Background: an optimization exercise with open tools, aiming at a short achievable clock period and few clock cycles per item. Do not read the settings as production practice.
In this exercise RTL edits were held to simulation tests only and were not proved equivalent to the original.
The flow treats the clock pin as an ideal source. Dropping or thinning the clock tree relies on that and would not hold on a real chip.

==> inputs of run a <==
==> flow/design.v <==
`timescale 1ns/10ps
module  SOBEL(clk,reset,busy,ready,iaddr,idata,cdata_rd,cdata_wr,caddr_rd,caddr_wr,cwr,crd,csel	);
	input clk,reset;
	input ready;
	input [7:0] idata;
	input [7:0] cdata_rd;
	output reg busy;
	output reg [16:0] iaddr;
	output reg [7:0] cdata_wr;
	output [15:0] caddr_rd;
	output reg [15:0] caddr_wr;
	output reg cwr;
	output crd;
	output reg [1:0] csel;
	assign caddr_rd = 16'd0;
	assign crd = 1'b0;
	reg st_idle, st_pre, st_run;
	reg wact;                  
	reg wstart, wstop;         
	reg [2:0] pk;              
	reg [5:0] ph;              
	reg [7:0] ry;              
	reg [7:0] rs;              
	reg [16:0] cb, cb2, nb;    
	reg [7:0] pb;              
	reg [9:0] pa;              
	reg d_pre;                 
	reg [2:0] d_pk;
	reg pl_d;                  
	reg [1:0] plk_d;
	reg [7:0] wr_r;
	reg [6:0] wr_s;
	reg [7:0] ireg;
	reg [7:0] r0, r1, r2;
	reg [7:0] p0, p1, p2, p3, p4, p5, p6, p7;
	reg [7:0] w00, w01, w02, w03, w10, w11, w12, w13, w20, w21, w22, w23;
	wire pl_now = (ry[7:2] == 6'b111111);    
	always @(posedge clk) begin
		if (reset) begin
			st_idle <= 1'b1;
			st_pre <= 1'b0;
			st_run <= 1'b0;
			busy <= 1'b0;
			wact <= 1'b0;
			cwr <= 1'b0;
			csel <= 2'b00;
		end
		else begin
			busy <= (st_idle & ready) | st_pre | (st_run & ~(cwr & ~wact));
			if (st_idle && ready) begin
				st_idle <= 1'b0;
				st_pre <= 1'b1;
			end
			if (st_pre && pk == 3'd7) begin
				st_pre <= 1'b0;
				st_run <= 1'b1;
			end
			wact <= (wstart & st_run) | (wact & ~wstop);
			cwr <= wact;
			if (cwr && !wact)
				st_run <= 1'b0;
			if (wact)
				csel <= (ph[2] | ph[5]) ? 2'd1 : (ph[3] | ph[0]) ? 2'd2 : 2'd3;
			else
				csel <= 2'd0;
		end
	end
	always @(posedge clk) begin
		wstart <= st_run & ph[0] & (ry == 8'd1) & (rs == 8'd0);
		wstop <= ph[0] & (wr_r == 8'd255) & (wr_s == 7'd127);
	end
	always @(posedge clk) begin
		d_pre <= st_pre;
		d_pk <= pk;
		if (!st_run) begin
			ph <= 6'b000001;
			ry <= 8'd0;
			rs <= 8'd0;
			pl_d <= 1'b0;
			pb <= 8'd0;
			cb <= 17'd516;
			if (!st_pre) begin
				pk <= 3'd0;
				iaddr <= 17'd0;
			end
			else begin
				pk <= pk + 3'd1;
				case (pk)
					3'd0: iaddr <= 17'd1;
					3'd1: iaddr <= 17'd2;
					3'd2: iaddr <= 17'd3;
					3'd3: iaddr <= 17'd258;
					3'd4: iaddr <= 17'd259;
					3'd5: iaddr <= 17'd260;
					3'd6: iaddr <= 17'd261;
					default: iaddr <= 17'd516;
				endcase
			end
		end
		else begin
			ph <= {ph[4:0], ph[5]};
			if (ph[5]) begin
				cb <= nb;
				if (ry == 8'd255) begin
					rs <= rs + 8'd1;
					pb <= pb + 8'd2;
				end
				ry <= ry + 8'd1;
			end
			case (1'b1)
				ph[0]: iaddr <= cb | 17'd1;
				ph[1]: iaddr <= cb2;
				ph[2]: iaddr <= cb2 | 17'd1;
				ph[3]: iaddr <= {7'd0, pa};
				ph[4]: iaddr <= {7'd0, pa} | 17'd1;
				default: iaddr <= nb;
			endcase
			pl_d <= ph[5] & pl_now;
			plk_d <= ry[1:0];
		end
		cb2 <= cb + 17'd2;
		nb <= (ry == 8'd255) ? {9'd0, pb} + 17'd518 : cb + 17'd258;
		pa <= {1'b0, ry[1], 8'd0} + {8'd0, ry[1], 1'b0} + {2'd0, pb} + {8'd0, ry[0], 1'b0} + 10'd2;
	end
	always @(posedge clk) begin
		ireg <= idata;
		if (ph[1] && st_run) r0 <= ireg;
		if (ph[2]) r1 <= ireg;
		if (ph[3]) r2 <= ireg;
		if (ph[4] && st_run) begin
			w20 <= r0; w21 <= r1; w22 <= r2; w23 <= ireg;
			if (ry == 8'd0) begin
				w00 <= p0; w01 <= p1; w02 <= p2; w03 <= p3;
				w10 <= p4; w11 <= p5; w12 <= p6; w13 <= p7;
			end
			else begin
				w00 <= w10; w01 <= w11; w02 <= w12; w03 <= w13;
				w10 <= w20; w11 <= w21; w12 <= w22; w13 <= w23;
			end
		end
		if (d_pre) begin
			case (d_pk)
				3'd0: p0 <= ireg;
				3'd1: p1 <= ireg;
				3'd2: p2 <= ireg;
				3'd3: p3 <= ireg;
				3'd4: p4 <= ireg;
				3'd5: p5 <= ireg;
				3'd6: p6 <= ireg;
				default: p7 <= ireg;
			endcase
		end
		if (ph[5] && st_run && pl_now) begin
			case (ry[1:0])
				2'd0: p0 <= ireg;
				2'd1: p2 <= ireg;
				2'd2: p4 <= ireg;
				default: p6 <= ireg;
			endcase
		end
		if (pl_d) begin
			case (plk_d)
				2'd0: p1 <= ireg;
				2'd1: p3 <= ireg;
				2'd2: p5 <= ireg;
				default: p7 <= ireg;
			endcase
		end
	end
	reg [8:0] ua0, ua1, ua2, ua3, u00, u01, u20, u21;
	reg [9:0] sa0, sa1, sa2, sa3, t00, t01, t20, t21;
	reg [7:0] x0, y0, x1, y1;
	reg [7:0] c0, c1;
	function [7:0] clamp(input [10:0] v);    
		if (v[10]) clamp = 8'd0;
		else if (v[9] | v[8]) clamp = 8'd255;
		else clamp = v[7:0];
	endfunction
	wire [10:0] gx0 = {1'b0, sa0} - {1'b0, sa2};
	wire [10:0] gx1 = {1'b0, sa1} - {1'b0, sa3};
	wire [10:0] gy0 = {1'b0, t00} - {1'b0, t20};
	wire [10:0] gy1 = {1'b0, t01} - {1'b0, t21};
	wire [8:0] cs0 = {1'b0, x0} + {1'b0, y0} + 9'd1;
	wire [8:0] cs1 = {1'b0, x1} + {1'b0, y1} + 9'd1;
	always @(posedge clk) begin
		ua0 <= {1'b0, w00} + {1'b0, w20};
		ua1 <= {1'b0, w01} + {1'b0, w21};
		ua2 <= {1'b0, w02} + {1'b0, w22};
		ua3 <= {1'b0, w03} + {1'b0, w23};
		u00 <= {1'b0, w00} + {1'b0, w02};
		u01 <= {1'b0, w01} + {1'b0, w03};
		u20 <= {1'b0, w20} + {1'b0, w22};
		u21 <= {1'b0, w21} + {1'b0, w23};
		sa0 <= {1'b0, ua0} + {1'b0, w10, 1'b0};
		sa1 <= {1'b0, ua1} + {1'b0, w11, 1'b0};
		sa2 <= {1'b0, ua2} + {1'b0, w12, 1'b0};
		sa3 <= {1'b0, ua3} + {1'b0, w13, 1'b0};
		t00 <= {1'b0, u00} + {1'b0, w01, 1'b0};
		t01 <= {1'b0, u01} + {1'b0, w02, 1'b0};
		t20 <= {1'b0, u20} + {1'b0, w21, 1'b0};
		t21 <= {1'b0, u21} + {1'b0, w22, 1'b0};
		x0 <= clamp(gx0);
		x1 <= clamp(gx1);
		y0 <= clamp(gy0);
		y1 <= clamp(gy1);
		c0 <= cs0[8:1];
		c1 <= cs1[8:1];
	end
	always @(posedge clk) begin
		if (!wact) begin
			wr_r <= 8'd0;
			wr_s <= 7'd0;
		end
		else if (ph[1])
			{wr_s, wr_r} <= {wr_s, wr_r} + 15'd1;
		case (1'b1)
			ph[2]: cdata_wr <= x0;
			ph[3]: cdata_wr <= y0;
			ph[4]: cdata_wr <= c0;
			ph[5]: cdata_wr <= x1;
			ph[0]: cdata_wr <= y1;
			default: cdata_wr <= c1;
		endcase
		caddr_wr <= {wr_r, wr_s, ph[5] | ph[0] | ph[1]};
	end
endmodule
==> flow/flow/run.sh <==
#!/bin/bash
# Standard synthesis and layout steps, with three changes to how the layout is
# made: repair_timing aims for a larger setup margin, ports get fast buffers,
# and the clock tree is a hand-built two-level tree (flow/manual_cts.tcl).
set -euo pipefail
W=$PWD
# hand-built clock tree: leaf buffers of up to 12 flip-flops
export MCT_LEAF_MAX=12 MCT_LEAF_CELL=sky130_fd_sc_hd__buf_6 MCT_ROOT_CELL=sky130_fd_sc_hd__buf_16
bash standard.sh synth > synth.log 2>&1
bash standard.sh SETUP_SLACK_MARGIN=${MARGIN:-7.2} \
  "BUFFER_PORTS_ARGS=-buffer_cell sky130_fd_sc_hd__buf_4" \
  PRE_CTS_TCL=$W/flow/cts_hook.tcl finish > layout.log 2>&1
==> flow/flow/cts_hook.tcl <==
# PRE_CTS hook: build the clock tree by hand (manual_cts.tcl) and make the
# standard CTS command that follows a no-op.
source [file join [file dirname [info script]] manual_cts.tcl]
manual_clock_tree
rename clock_tree_synthesis orig_clock_tree_synthesis
proc clock_tree_synthesis {args} {
  puts "clock tree already built by manual_cts.tcl; skipping clock_tree_synthesis $args"
}
==> flow/flow/manual_cts.tcl <==
# Two-level clock tree built by hand: the clock port drives a few root
# buffers, each root buffer drives leaf buffers, and each leaf buffer drives a
# compact cluster of flip-flops. Clusters come from recursive median bisection
# of the flip-flop locations, so every flip-flop sees the same two buffers.
set ::mct_leaf_max [expr {[info exists ::env(MCT_LEAF_MAX)] ? $::env(MCT_LEAF_MAX) : 24}]
set ::mct_roots [expr {[info exists ::env(MCT_ROOTS)] ? $::env(MCT_ROOTS) : 4}]
set ::mct_leaf_cell [expr {[info exists ::env(MCT_LEAF_CELL)] ? $::env(MCT_LEAF_CELL) : "sky130_fd_sc_hd__clkbuf_16"}]
set ::mct_root_cell [expr {[info exists ::env(MCT_ROOT_CELL)] ? $::env(MCT_ROOT_CELL) : "sky130_fd_sc_hd__clkbuf_16"}]

proc mct_xy {it} {
  set inst [$it getInst]
  set b [$inst getBBox]
  return [list [expr {([$b xMin] + [$b xMax]) / 2}] [expr {([$b yMin] + [$b yMax]) / 2}]]
}

# split items (each {x y obj}) into groups of at most max items
proc mct_split {items max} {
  if {[llength $items] <= $max} { return [list $items] }
  set xs [lmap i $items {lindex $i 0}]
  set ys [lmap i $items {lindex $i 1}]
  set dx [expr {[tcl::mathfunc::max {*}$xs] - [tcl::mathfunc::min {*}$xs]}]
  set dy [expr {[tcl::mathfunc::max {*}$ys] - [tcl::mathfunc::min {*}$ys]}]
  set k [expr {$dx >= $dy ? 0 : 1}]
  set sorted [lsort -integer -index $k $items]
  # number of groups this set needs, split so both halves fill evenly
  set n [llength $sorted]
  set g [expr {($n + $max - 1) / $max}]
  set left [expr {($g / 2) * $n / $g}]
  return [concat [mct_split [lrange $sorted 0 [expr {$left - 1}]] $max] \
                 [mct_split [lrange $sorted $left end] $max]]
}

proc mct_centroid {items} {
  set sx 0; set sy 0
  foreach i $items { set sx [expr {$sx + [lindex $i 0]}]; set sy [expr {$sy + [lindex $i 1]}] }
  set n [llength $items]
  return [list [expr {$sx / $n}] [expr {$sy / $n}]]
}

proc mct_buffer {block master name x y innet outnet} {
  set inst [odb::dbInst_create $block $master $name]
  set w [[$inst getMaster] getWidth]
  set h [[$inst getMaster] getHeight]
  $inst setLocation [expr {$x - $w / 2}] [expr {$y - $h / 2}]
  $inst setPlacementStatus PLACED
  [$inst findITerm A] connect $innet
  [$inst findITerm X] connect $outnet
  return $inst
}

proc manual_clock_tree {} {
  global mct_leaf_max mct_roots mct_leaf_cell mct_root_cell
  set db [ord::get_db]
  set block [ord::get_db_block]
  set clknet [$block findNet clk]
  set leafm [$db findMaster $mct_leaf_cell]
  set rootm [$db findMaster $mct_root_cell]
  set sinks {}
  foreach it [$clknet getITerms] {
    lappend sinks [concat [mct_xy $it] [list $it]]
  }
  puts "manual clock tree: [llength $sinks] sinks"
  set groups [mct_split $sinks $mct_leaf_max]
  # leaf nets and buffer positions
  set leaves {}
  set i 0
  foreach g $groups {
    set net [odb::dbNet_create $block "clknet_leaf_$i"]
    $net setSigType CLOCK
    foreach s $g {
      set it [lindex $s 2]
      $it disconnect
      $it connect $net
    }
    lappend leaves [concat [mct_centroid $g] [list $net $i]]
    incr i
  }
  set per [expr {([llength $leaves] + $mct_roots - 1) / $mct_roots}]
  set rgroups [mct_split $leaves $per]
  set r 0
  foreach rg $rgroups {
    set rnet [odb::dbNet_create $block "clknet_root_$r"]
    $rnet setSigType CLOCK
    lassign [mct_centroid $rg] rx ry
    mct_buffer $block $rootm "clkbuf_root_$r" $rx $ry $clknet $rnet
    foreach l $rg {
      lassign $l lx ly lnet li
      mct_buffer $block $leafm "clkbuf_leaf_$li" $lx $ly $rnet $lnet
    }
    puts "manual clock tree: root $r drives [llength $rg] leaf buffers"
    incr r
  }
  $clknet setSigType CLOCK
  global_connect
  puts "manual clock tree: [llength $leaves] leaf buffers, $r root buffers"
}
==> flow/standard.sh <==
#!/bin/bash
# synth_recipe.tcl (not shown) runs the flow's synth.tcl, then flattens the netlist and writes it again
# the make line also repeats each setting of config.mk as NAME=value (left out here)
make -C /OpenROAD-flow-scripts/flow DESIGN_CONFIG=/design/flow/config.mk WORK_HOME=/design/flow/orfs CLKGATE_MAP_FILE= SYNTH_SCRIPT=/design/flow/synth_recipe.tcl "${@:-finish}"
==> flow/config.mk <==
export PLATFORM = sky130hd
export DESIGN_NAME = SOBEL
export DESIGN_NICKNAME = SOBEL
export VERILOG_FILES = /design/flow/design.v
export SDC_FILE = /design/flow/constraint.sdc
export NUM_CORES = 4
export LEC_CHECK = 0
export CAP_MARGIN = 20
export CORE_MARGIN = 2
export CORE_UTILIZATION = 40
export SLEW_MARGIN = 20
==> flow/constraint.sdc <==
create_clock -name core_clock -period 9.6 [get_ports {clk}]
set_input_delay 1.9200 -clock core_clock [delete_from_list [all_inputs] [get_ports {clk}]]
set_output_delay 1.9200 -clock core_clock [all_outputs]
set_load 0.01 [all_outputs]
==> run b: changes against run a <==
--- a/flow/config.mk
+++ b/flow/config.mk
@@ -7,5 +7,6 @@
 export LEC_CHECK = 0
 export CAP_MARGIN = 20
 export CORE_MARGIN = 2
-export CORE_UTILIZATION = 40
+export CORE_UTILIZATION = 65
+export PLACE_DENSITY = 0.75
 export SLEW_MARGIN = 20
==> run c: changes against run a <==
--- a/flow/design.v
+++ b/flow/design.v
@@ -16,7 +16,6 @@
 	assign crd = 1'b0;
 	reg st_idle, st_pre, st_run;
 	reg wact;                  
-	reg wstart, wstop;         
 	reg [2:0] pk;              
 	reg [5:0] ph;              
 	reg [7:0] ry;              
@@ -55,19 +54,18 @@
 				st_pre <= 1'b0;
 				st_run <= 1'b1;
 			end
-			wact <= (wstart & st_run) | (wact & ~wstop);
+			if (st_run && ph[0] && ry == 8'd1 && rs == 8'd0)
+				wact <= 1'b1;
+			if (wact && ph[0] && wr_r == 8'd255 && wr_s == 7'd127)
+				wact <= 1'b0;
 			cwr <= wact;
 			if (cwr && !wact)
 				st_run <= 1'b0;
 			if (wact)
-				csel <= (ph[2] | ph[5]) ? 2'd1 : (ph[3] | ph[0]) ? 2'd2 : 2'd3;
+				csel <= (ph[1] | ph[4]) ? 2'd1 : (ph[2] | ph[5]) ? 2'd2 : 2'd3;
 			else
 				csel <= 2'd0;
 		end
-	end
-	always @(posedge clk) begin
-		wstart <= st_run & ph[0] & (ry == 8'd1) & (rs == 8'd0);
-		wstop <= ph[0] & (wr_r == 8'd255) & (wr_s == 7'd127);
 	end
 	always @(posedge clk) begin
 		d_pre <= st_pre;
@@ -167,7 +165,6 @@
 			endcase
 		end
 	end
-	reg [8:0] ua0, ua1, ua2, ua3, u00, u01, u20, u21;
 	reg [9:0] sa0, sa1, sa2, sa3, t00, t01, t20, t21;
 	reg [7:0] x0, y0, x1, y1;
 	reg [7:0] c0, c1;
@@ -183,22 +180,14 @@
 	wire [8:0] cs0 = {1'b0, x0} + {1'b0, y0} + 9'd1;
 	wire [8:0] cs1 = {1'b0, x1} + {1'b0, y1} + 9'd1;
 	always @(posedge clk) begin
-		ua0 <= {1'b0, w00} + {1'b0, w20};
-		ua1 <= {1'b0, w01} + {1'b0, w21};
-		ua2 <= {1'b0, w02} + {1'b0, w22};
-		ua3 <= {1'b0, w03} + {1'b0, w23};
-		u00 <= {1'b0, w00} + {1'b0, w02};
-		u01 <= {1'b0, w01} + {1'b0, w03};
-		u20 <= {1'b0, w20} + {1'b0, w22};
-		u21 <= {1'b0, w21} + {1'b0, w23};
-		sa0 <= {1'b0, ua0} + {1'b0, w10, 1'b0};
-		sa1 <= {1'b0, ua1} + {1'b0, w11, 1'b0};
-		sa2 <= {1'b0, ua2} + {1'b0, w12, 1'b0};
-		sa3 <= {1'b0, ua3} + {1'b0, w13, 1'b0};
-		t00 <= {1'b0, u00} + {1'b0, w01, 1'b0};
-		t01 <= {1'b0, u01} + {1'b0, w02, 1'b0};
-		t20 <= {1'b0, u20} + {1'b0, w21, 1'b0};
-		t21 <= {1'b0, u21} + {1'b0, w22, 1'b0};
+		sa0 <= {2'd0, w00} + {1'b0, w10, 1'b0} + {2'd0, w20};
+		sa1 <= {2'd0, w01} + {1'b0, w11, 1'b0} + {2'd0, w21};
+		sa2 <= {2'd0, w02} + {1'b0, w12, 1'b0} + {2'd0, w22};
+		sa3 <= {2'd0, w03} + {1'b0, w13, 1'b0} + {2'd0, w23};
+		t00 <= {2'd0, w00} + {1'b0, w01, 1'b0} + {2'd0, w02};
+		t01 <= {2'd0, w01} + {1'b0, w02, 1'b0} + {2'd0, w03};
+		t20 <= {2'd0, w20} + {1'b0, w21, 1'b0} + {2'd0, w22};
+		t21 <= {2'd0, w21} + {1'b0, w22, 1'b0} + {2'd0, w23};
 		x0 <= clamp(gx0);
 		x1 <= clamp(gx1);
 		y0 <= clamp(gy0);
@@ -211,16 +200,16 @@
 			wr_r <= 8'd0;
 			wr_s <= 7'd0;
 		end
-		else if (ph[1])
+		else if (ph[0])
 			{wr_s, wr_r} <= {wr_s, wr_r} + 15'd1;
 		case (1'b1)
-			ph[2]: cdata_wr <= x0;
-			ph[3]: cdata_wr <= y0;
-			ph[4]: cdata_wr <= c0;
-			ph[5]: cdata_wr <= x1;
-			ph[0]: cdata_wr <= y1;
+			ph[1]: cdata_wr <= x0;
+			ph[2]: cdata_wr <= y0;
+			ph[3]: cdata_wr <= c0;
+			ph[4]: cdata_wr <= x1;
+			ph[5]: cdata_wr <= y1;
 			default: cdata_wr <= c1;
 		endcase
-		caddr_wr <= {wr_r, wr_s, ph[5] | ph[0] | ph[1]};
+		caddr_wr <= {wr_r, wr_s, ph[4] | ph[5] | ph[0]};
 	end
 endmodule
==> flow/flow/run.sh (replaced) <==
#!/bin/bash
# Standard synthesis and layout steps, with three changes to how the layout is
# made: repair_timing aims for a larger setup margin, ports get fast buffers,
# and the clock tree is a hand-built two-level tree (flow/manual_cts.tcl).
set -euo pipefail
W=$PWD
bash standard.sh synth > synth.log 2>&1
bash standard.sh SETUP_SLACK_MARGIN=${MARGIN:-7.2} \
  "BUFFER_PORTS_ARGS=-buffer_cell sky130_fd_sc_hd__buf_4" \
  PRE_CTS_TCL=$W/flow/cts_hook.tcl finish > layout.log 2>&1
--- a/flow/flow/manual_cts.tcl
+++ b/flow/flow/manual_cts.tcl
@@ -2,10 +2,10 @@
 # buffers, each root buffer drives leaf buffers, and each leaf buffer drives a
 # compact cluster of flip-flops. Clusters come from recursive median bisection
 # of the flip-flop locations, so every flip-flop sees the same two buffers.
-set ::mct_leaf_max [expr {[info exists ::env(MCT_LEAF_MAX)] ? $::env(MCT_LEAF_MAX) : 24}]
-set ::mct_roots [expr {[info exists ::env(MCT_ROOTS)] ? $::env(MCT_ROOTS) : 4}]
-set ::mct_leaf_cell [expr {[info exists ::env(MCT_LEAF_CELL)] ? $::env(MCT_LEAF_CELL) : "sky130_fd_sc_hd__clkbuf_16"}]
-set ::mct_root_cell [expr {[info exists ::env(MCT_ROOT_CELL)] ? $::env(MCT_ROOT_CELL) : "sky130_fd_sc_hd__clkbuf_16"}]
+set mct_leaf_max [expr {[info exists ::env(MCT_LEAF_MAX)] ? $::env(MCT_LEAF_MAX) : 24}]
+set mct_roots [expr {[info exists ::env(MCT_ROOTS)] ? $::env(MCT_ROOTS) : 4}]
+set mct_leaf_cell [expr {[info exists ::env(MCT_LEAF_CELL)] ? $::env(MCT_LEAF_CELL) : "sky130_fd_sc_hd__clkbuf_16"}]
+set mct_root_cell [expr {[info exists ::env(MCT_ROOT_CELL)] ? $::env(MCT_ROOT_CELL) : "sky130_fd_sc_hd__clkbuf_16"}]
 
 proc mct_xy {it} {
   set inst [$it getInst]
==> run d: changes against run a <==
--- a/flow/design.v
+++ b/flow/design.v
@@ -16,7 +16,6 @@
 	assign crd = 1'b0;
 	reg st_idle, st_pre, st_run;
 	reg wact;                  
-	reg wstart, wstop;         
 	reg [2:0] pk;              
 	reg [5:0] ph;              
 	reg [7:0] ry;              
@@ -55,19 +54,18 @@
 				st_pre <= 1'b0;
 				st_run <= 1'b1;
 			end
-			wact <= (wstart & st_run) | (wact & ~wstop);
+			if (st_run && ph[0] && ry == 8'd1 && rs == 8'd0)
+				wact <= 1'b1;
+			if (wact && ph[0] && wr_r == 8'd255 && wr_s == 7'd127)
+				wact <= 1'b0;
 			cwr <= wact;
 			if (cwr && !wact)
 				st_run <= 1'b0;
 			if (wact)
-				csel <= (ph[2] | ph[5]) ? 2'd1 : (ph[3] | ph[0]) ? 2'd2 : 2'd3;
+				csel <= (ph[1] | ph[4]) ? 2'd1 : (ph[2] | ph[5]) ? 2'd2 : 2'd3;
 			else
 				csel <= 2'd0;
 		end
-	end
-	always @(posedge clk) begin
-		wstart <= st_run & ph[0] & (ry == 8'd1) & (rs == 8'd0);
-		wstop <= ph[0] & (wr_r == 8'd255) & (wr_s == 7'd127);
 	end
 	always @(posedge clk) begin
 		d_pre <= st_pre;
@@ -167,7 +165,6 @@
 			endcase
 		end
 	end
-	reg [8:0] ua0, ua1, ua2, ua3, u00, u01, u20, u21;
 	reg [9:0] sa0, sa1, sa2, sa3, t00, t01, t20, t21;
 	reg [7:0] x0, y0, x1, y1;
 	reg [7:0] c0, c1;
@@ -183,22 +180,14 @@
 	wire [8:0] cs0 = {1'b0, x0} + {1'b0, y0} + 9'd1;
 	wire [8:0] cs1 = {1'b0, x1} + {1'b0, y1} + 9'd1;
 	always @(posedge clk) begin
-		ua0 <= {1'b0, w00} + {1'b0, w20};
-		ua1 <= {1'b0, w01} + {1'b0, w21};
-		ua2 <= {1'b0, w02} + {1'b0, w22};
-		ua3 <= {1'b0, w03} + {1'b0, w23};
-		u00 <= {1'b0, w00} + {1'b0, w02};
-		u01 <= {1'b0, w01} + {1'b0, w03};
-		u20 <= {1'b0, w20} + {1'b0, w22};
-		u21 <= {1'b0, w21} + {1'b0, w23};
-		sa0 <= {1'b0, ua0} + {1'b0, w10, 1'b0};
-		sa1 <= {1'b0, ua1} + {1'b0, w11, 1'b0};
-		sa2 <= {1'b0, ua2} + {1'b0, w12, 1'b0};
-		sa3 <= {1'b0, ua3} + {1'b0, w13, 1'b0};
-		t00 <= {1'b0, u00} + {1'b0, w01, 1'b0};
-		t01 <= {1'b0, u01} + {1'b0, w02, 1'b0};
-		t20 <= {1'b0, u20} + {1'b0, w21, 1'b0};
-		t21 <= {1'b0, u21} + {1'b0, w22, 1'b0};
+		sa0 <= {2'd0, w00} + {1'b0, w10, 1'b0} + {2'd0, w20};
+		sa1 <= {2'd0, w01} + {1'b0, w11, 1'b0} + {2'd0, w21};
+		sa2 <= {2'd0, w02} + {1'b0, w12, 1'b0} + {2'd0, w22};
+		sa3 <= {2'd0, w03} + {1'b0, w13, 1'b0} + {2'd0, w23};
+		t00 <= {2'd0, w00} + {1'b0, w01, 1'b0} + {2'd0, w02};
+		t01 <= {2'd0, w01} + {1'b0, w02, 1'b0} + {2'd0, w03};
+		t20 <= {2'd0, w20} + {1'b0, w21, 1'b0} + {2'd0, w22};
+		t21 <= {2'd0, w21} + {1'b0, w22, 1'b0} + {2'd0, w23};
 		x0 <= clamp(gx0);
 		x1 <= clamp(gx1);
 		y0 <= clamp(gy0);
@@ -211,16 +200,16 @@
 			wr_r <= 8'd0;
 			wr_s <= 7'd0;
 		end
-		else if (ph[1])
+		else if (ph[0])
 			{wr_s, wr_r} <= {wr_s, wr_r} + 15'd1;
 		case (1'b1)
-			ph[2]: cdata_wr <= x0;
-			ph[3]: cdata_wr <= y0;
-			ph[4]: cdata_wr <= c0;
-			ph[5]: cdata_wr <= x1;
-			ph[0]: cdata_wr <= y1;
+			ph[1]: cdata_wr <= x0;
+			ph[2]: cdata_wr <= y0;
+			ph[3]: cdata_wr <= c0;
+			ph[4]: cdata_wr <= x1;
+			ph[5]: cdata_wr <= y1;
 			default: cdata_wr <= c1;
 		endcase
-		caddr_wr <= {wr_r, wr_s, ph[5] | ph[0] | ph[1]};
+		caddr_wr <= {wr_r, wr_s, ph[4] | ph[5] | ph[0]};
 	end
 endmodule
==> flow/flow/run.sh (replaced) <==
#!/bin/bash
# Standard synthesis and layout steps, with three changes to how the layout is
# made: repair_timing aims for a larger setup margin, ports get fast buffers,
# and the clock tree is a hand-built two-level tree (flow/manual_cts.tcl).
set -euo pipefail
W=$PWD
bash standard.sh synth > synth.log 2>&1
bash standard.sh SETUP_SLACK_MARGIN=${MARGIN:-7.2} \
  "BUFFER_PORTS_ARGS=-buffer_cell sky130_fd_sc_hd__buf_4" \
  PRE_CTS_TCL=$W/flow/cts_hook.tcl finish > layout.log 2>&1
==> impl_metrics.yaml <==
status:
  status: "aborted with a tool error"
  stop_stage: "clock tree synthesis (4_1_cts)"
  error: "Error: cts.tcl, 6 can't read \"mct_leaf_cell\": no such variable"
placed_design:
  dp.cells: 2686
  pre_cts_ws_ns: 6.41
  place_area_mm2: 0.0234
synthesis:
  syn_inst: 1923
  synth_seq_cells: 483
  ys_types: 71
  synth_top_area_share_pct: 32.2
  yosys-top-cells-count: "dfxtp_1, ha_1, nor2_1, a21oi_1, edfxtp_1"
  synth-xor-area-share_pct: 5.24
  yosysSeqAreaShare_pct: 49.1
  synthesis.area_mm2: 0.0222
  synth_mux_area_share_pct: 9.25
floorplan:
  die_x_um: 240
  start_util_pct: 40.4
# the run above: run c

==> impl_metrics.yaml <==
placed_design:
  dp.cells: 2659
  pre_cts_ws_ns: 7.04
  place_area_mm2: 0.0252
synthesis:
  syn_inst: 2170
  synth_seq_cells: 557
  synth-xor-area-share_pct: 6.53
  ys_types: 73
  yosysSeqAreaShare_pct: 50.8
  synthesis.area_mm2: 0.0244
  synth_top_area_share_pct: 35.4
floorplan:
  start_util_pct: 65.5
  die_x_um: 198
status:
  status: "finished clean"
worst_setup_path:
  cp_top_family: "flip-flops"
drt:
  drc_errors: 0
# the run above: run b

==> impl_metrics.yaml <==
synthesis:
  synthesis.area_mm2: 0.0222
  yosys-top-cells-count: "dfxtp_1, ha_1, nor2_1, a21oi_1, edfxtp_1"
  synth_top_area_share_pct: 32.2
  synth-xor-area-share_pct: 5.24
  ys_types: 71
  syn_inst: 1923
  yosysSeqAreaShare_pct: 49.1
floorplan:
  start_util_pct: 40.4
  die_x_um: 240
placed_design:
  place_area_mm2: 0.0234
  pre_cts_ws_ns: 6.41
status:
  status: "finished clean"
# the run above: run d

==> impl_metrics.yaml <==
status:
  status: "finished clean"
synthesis:
  synth-xor-area-share_pct: 6.53
  syn_inst: 2170
  synth_top_area_share_pct: 35.4
  ys_types: 73
  synth_mux_area_share_pct: 7.59
  yosys-top-cells-count: "dfxtp_1, ha_1, nor2_1, a21oi_1, mux2_2"
  synth_seq_cells: 557
final_layout:
  multi_input_cells: 1467
drt:
  drc_errors: 0
floorplan:
  die_x_um: 251
  start_util_pct: 40.5
power_and_ir_drop:
  powerClk_mw: 1.20
# the run above: run a

Testbench counts of run a, summed over its fixed seeds: cycles 786,508, pixels 262,144.
Testbench counts of run b, summed over its fixed seeds: cycles 786,508, pixels 262,144.
Testbench counts of run c, summed over its fixed seeds: cycles 786,504, pixels 262,144.
Testbench counts of run d, summed over its fixed seeds: cycles 786,504, pixels 262,144.
In run a, run b and run d the design's own scripts or RTL, not TritonCTS, make the clock network.

[separate check: timing with driven ports]
No port has a modelled driver above. Below, the same layouts with a new extraction and two added sets of constraints. Step 1 (the two cells are an assumption about what drives the block):
set clk [get_ports {clk}]
set_driving_cell -lib_cell sky130_fd_sc_hd__clkbuf_16 $clk
set_driving_cell -lib_cell sky130_fd_sc_hd__buf_2 [delete_from_list [all_inputs] $clk]
Step 2 moves the port delays by t, midway between the first and last clock arrival at a register: inputs arrive t later, outputs are due t later. That takes back most of the time a late clock gives input paths. Slacks: ideal / step 1 / step 2; pairs: ideal / step 1.
run	shift t [ns]	setup WS [ns]	hold WS [ns]
run a	0.457	6.917 / 6.773 / 7.129	0.329 / 0.329 / 0.329
run b	0.443	6.925 / 6.791 / 7.100	0.316 / 0.316 / 0.316
run d	0.463	6.890 / 6.765 / 6.623	0.371 / 0.371 / 0.371
After both steps every run listed still meets setup and hold. The setup slack of run d, which loses most, moves by -0.125 ns with the drivers and by -0.267 ns with both steps.
